This is an optimization exercise on Yosys and OpenROAD, whose aim is small area, a short achievable clock period and few clock cycles per item, not a production implementation. In this exercise RTL edits were held to simulation tests only and were not proved equivalent to the original. Power figures rest on the tool's default switching activity, not on a simulated workload.

==> flow/design.v, too long to show whole: its modules and the start of the top module <==
// module EQ: 49 lines
// module EQ_match: 1706 lines
// module EQ_rom: 713 lines
module EQ(
    clk,
    rst_n,
    in_valid,
    in_row,
    in_col,
    out_valid,
    out
);
  // ...
==> flow/run.sh <==
#!/bin/bash
# synth_recipe.tcl (not shown) runs the flow's synth.tcl, then flattens the netlist and writes it again
# the make line also repeats each setting of config.mk as NAME=value (left out here)
make -C /OpenROAD-flow-scripts/flow DESIGN_CONFIG=/design/flow/config.mk WORK_HOME=/design/flow/orfs CLKGATE_MAP_FILE= SYNTH_SCRIPT=/design/flow/synth_recipe.tcl finish
==> flow/config.mk <==
export PLATFORM = sky130hd
export DESIGN_NAME = EQ
export DESIGN_NICKNAME = EQ
export VERILOG_FILES = /design/flow/design.v
export SDC_FILE = /design/flow/constraint.sdc
export NUM_CORES = 4
export LEC_CHECK = 0
export ABC_AREA = 1
export CAP_MARGIN = 20
export CORE_MARGIN = 2
export CORE_UTILIZATION = 25
export SLEW_MARGIN = 20
==> flow/constraint.sdc <==
create_clock -name core_clock -period 5.5 [get_ports {clk}]
set_input_delay 1.1000 -clock core_clock [delete_from_list [all_inputs] [get_ports {clk}]]
set_output_delay 1.1000 -clock core_clock [all_outputs]
set_load 0.01 [all_outputs]
==> results.sh, run 1 <==
export IMPL_outcome="no timing/DRC/antenna violations"
export IMPL_hold_end="k[1]"
export IMPL_slew_viol_final=0
export IMPL_wl_per_cell_um=18.19
export IMPL_synth_nets=1175
export IMPL_fin_util_pct=27.44
export IMPL_cts_buffer_depth=2
export IMPL_seq_power_uw=612
export IMPL_synthXorXnorAreaFrac_pct=0.2746
export IMPL_clock_cell_area_share_pct=2.070
export IMPL_gr_usage_met2_pct=32.35
export IMPL_die_area_um2=26810
export IMPL_synthToLayoutAreaGrowth_pct=8.003
export IMPL_grt_pass1_vias=7150
export IMPL_path_common_cell="nand2_1"
export IMPL_seq_power_share_pct=12.7
export IMPL_dp_cells=1430
export IMPL_rows=58
export IMPL_power_leakage_uw=0.003508
export IMPL_p_comb_uw=3920
export IMPL_ios=13
export IMPL_layout_common_cells="nand2_1, nand3_1, inv_1"
export IMPL_fin_crit_sh_pct=74.79
export IMPL_p_int_uw=1741
export IMPL_htree_levels=2
export IMPL_hold_viol=0
export IMPL_yosysTopAreaCell="nand2_1"
export IMPL_drtIter0Drc=1155
export IMPL_synth_top_cell_area_share_pct=20.95
export IMPL_async_flop_share_pct=24.14
export IMPL_critPathTopFamily="simple AND/OR/NAND/NOR gates"
export IMPL_hp_class="reg2reg"
Testbench counts, summed over its fixed seeds: cycles 4,707, puzzles 384.
==> run 2, diff against run 1 <==
--- a/flow/config.mk
+++ b/flow/config.mk
@@ -9,4 +9,4 @@
 export CAP_MARGIN = 20
 export CORE_MARGIN = 2
-export CORE_UTILIZATION = 25
+export CORE_UTILIZATION = 40
 export SLEW_MARGIN = 20
==> results.sh, run 2 <==
export IMPL_outcome="no timing/DRC/antenna violations"
export IMPL_layout_common_cells="nand2_1, nand3_1, inv_1"
export IMPL_synth_most_common_cell="nand2_1"
export IMPL_ctsHoldBuffers=0
export IMPL_synthFlopType="edfxtp_1"
export IMPL_fin_nets=1160
export IMPL_synth_warnings=1
export IMPL_dpl_worst_slack_ps=1687
export IMPL_power_uw=4765
export IMPL_cts_buffers=5
export IMPL_hp_class="reg2reg"
export IMPL_yosysTopAreaCell="nand2_1"
export IMPL_layout_drive_gt1_share_pct=7.783
export IMPL_start_util_pct=40.60
export IMPL_max_freq_mhz=256.6
export IMPL_layout_setup_ws_ps=1603
export IMPL_power_leakage_uw=0.003495
export IMPL_syn_cell_area_um2=6379
export IMPL_synthTopCellsByArea="nand2_1, nand3_1, edfxtp_1, ha_1, inv_1"
export IMPL_p_int_uw=1741
export IMPL_switching_share_pct=63.46
export IMPL_antenna_left=0
export IMPL_largest_reg_flops=6
export IMPL_antenna_found_initial=0
export IMPL_dieHeight_um=130.3
export IMPL_die_x_um=130.3
export IMPL_ys_types=53
export IMPL_grt_max_degree=25
export IMPL_crit_fanout=17
export IMPL_wl_per_cell_um=19.23
export IMPL_ys_seq_area_share_pct=13.10
export IMPL_synth_seq_cells=29
export IMPL_power_frac_comb_pct=79.9
export IMPL_hold_viol=0
export IMPL_cp_data_arrival_time_ps=3850
export IMPL_synth_cells=1119
export IMPL_fillCellCount=1709
export IMPL_grt_pass1_wl_um=39480
export IMPL_synthToLayoutAreaGrowth_pct=5.473
export IMPL_synth_commonest_cells="nand2_1, nand3_1, inv_1"
export IMPL_fin_crit_sh_pct=70.86
export IMPL_cts_tree="done"
export IMPL_ios=13
export IMPL_synth_nets=1175
export IMPL_fin_crit_ps=3897
export IMPL_skew_ps=5.568
export IMPL_cts_root_buf="clkbuf_16"
export IMPL_die_area_um2=16970
export IMPL_rsz0062_at_grt="false"
export IMPL_placed_area_um2=6581
export IMPL_setup_tns_final_ps=0
export IMPL_seq_power_share_pct=14.3
export IMPL_end_kind="flop"
export IMPL_largest_register="idx"
export IMPL_postCtsSetupBuffers=0
export IMPL_seq_area_um2=835.8
export IMPL_gp_congestion=0.9991
export IMPL_cts_resized=0
export IMPL_pwr_share_clk_pct=5.8
export IMPL_antenna_cells=0
export IMPL_synth_edff_count=22
export IMPL_rows=46
export IMPL_design_area_um2=6728
export IMPL_gr_total_overflow=0
export IMPL_layout_commonest_cell="nand2_1"
export IMPL_clkTransAtPathRegs_ps=50
export IMPL_drv_cap=0
export IMPL_hpwl_um=20480
export IMPL_clkLatencyLatePin_ps=280
export IMPL_cts_buffer_depth=2
export IMPL_critPathRequiredTime_ps=5450
export IMPL_async_flop_share_pct=24.14
export IMPL_slew_viol_final=0
export IMPL_coreArea_um2=15710
export IMPL_grt_use_total_pct=30.07
export IMPL_synth_area_per_cell_um2=5.700
export IMPL_multi_input_area_um2=4831
export IMPL_grt_pass1_vias=7110
export IMPL_powerDensity_nw_per_um2=708.2
export IMPL_vias=7920
export IMPL_start_kind="flop"
export IMPL_slew_headroom_pct=41.32
export IMPL_synth_top_cell_area_share_pct=20.95
export IMPL_cts_sinks=29
export IMPL_wl_um=25400
export IMPL_drc=0
export IMPL_worst_slew_pin_slew_ps=880.3
export IMPL_io_buffers=12
export IMPL_htree_levels=2
export IMPL_drtIter0Drc=1203
export IMPL_ir_drop_mv=0.2692
export IMPL_switchingPower_uw=3024
export IMPL_setup_worst_path_class="reg2reg"
export IMPL_finalSetupViolCount=0
export IMPL_viasPerCell=5.995
export IMPL_firstDrtPassIters=7
-- run 2: cell counts after synthesis --
No cell type changed its count.
-- run 2: kinds of logic (layout without fill, tap and decap cells) --
family,Yosys count,count (layout),synth area share [%]
compound gates,164,164,15.83
xor+xnor,2,2,0.2747
fa+ha+maj,47,47,9.219
buf+inv,171,157,11.16
flops,29,29,13.10
simple gates,706,706,50.41
-- run 2: power by group through the flow --
| stage | Combinational [µW] | Sequential [µW] | Clock [µW] |
|---|---|---|---|
| 2_1_floorplan | 2880 | 491 | 0 |
| 3_3_place_gp | 3770 | 686 | 0 |
| 3_5_place_dp | 3690 | 677 | 0 |
| 4_1_cts | 3700 | 673 | 277 |
| 5_1_grt | 4190 | 699 | 288 |
| 6_report | 3810 | 682 | 275 |
-- run 2: critical path: stages, from the launching register on --
cell      delay [ps]
edfxtp_1         850
inv_2            250
ha_1             510
inv_2            180
nand2_1           80
nand3_1          180
nor2_1            80
nor2_1           100
nand2_1           50
nand2_1           80
nand2_1           80
nor2_2           220
nand2_2          120
nor2_8           150
nand4_1          110
or2_1            300
o21ai_1          200
-- run 2: metrics by stage --
| step | cells | util, % | hold slack (ps) |
|---|---|---|---|
| after floorplan | 1119 | - | 441.3 |
| after global placement | 1313 | 41.89 | 543.9 |
| after detailed placement | 1313 | 41.89 | 548.7 |
| after CTS | 1321 | 42.82 | 556.2 |
| after global routing | 1321 | 42.82 | 604.4 |
| final | 1321 | 42.82 | 549.6 |
-- run 2: final timing paths --
path / startpoint / to / slack (ps) / depth (start not counted)
max: ca[0] / ca[2] / 1600 / 16
min: out_valid / k[1] / 550 / 1
max reg2reg: ca[0] / ca[2] / 1600 / 16
min reg2reg: out_valid / k[1] / 550 / 1
max in group asynchronous: rst_n / k[1] / 3950 / 1
min in group asynchronous: rst_n / got_a / 1180 / 1
-- run 2: routing by layer --
metal | GRT usage (%) | part of all wire, % | vias up
li1 | - | - | 3722
met1 | 39.30 | 41 | 3616
met2 | 49.68 | 46 | 498
met3 | 4.264 | 8.4 | 84
met4 | 12.65 | 4.7 | 0
met5 | 0 | 0 | -
-- run 2: layout make-up --
type / count / area share [%]
multi-input combinational: 919 / 71.81
sequential: 29 / 12.42
inverter: 136 / 7.681
tap: 216 / 4.017
clock buffer: 8 / 2.176
timing repair buffer: 13 / 1.897

## separate check: timing with driven ports
In the flow no input, the clock included, has a driving cell. The finished layouts below were timed again as built, in two steps.
Step 1 assumes that a clkbuf_16 drives the clock port and a buf_2 every other input.
Step 2 times the ports against the registers' clock, not the clock port: input delays grow and output delays shrink by t, the midpoint of the rising clock arrivals with the driver on.
a / b / c = ideal ports / drivers / drivers and shift; a / b = the first two.
| run | t (ns) | setup WS [ns] | worst setup path at the end | latest minus earliest clock arrival (ns) | worst register clock-pin slew, ns |
|---|---|---|---|---|---|
| run 1 | 0.322 | 1.387 / 1.387 / 1.387 | register to register | 0.007 / 0.007 | 0.06 / 0.06 |
| run 2 | 0.320 | 1.603 / 1.603 / 1.603 | register to register | 0.006 / 0.005 | 0.05 / 0.05 |
After both steps setup and hold are still met in every run listed.
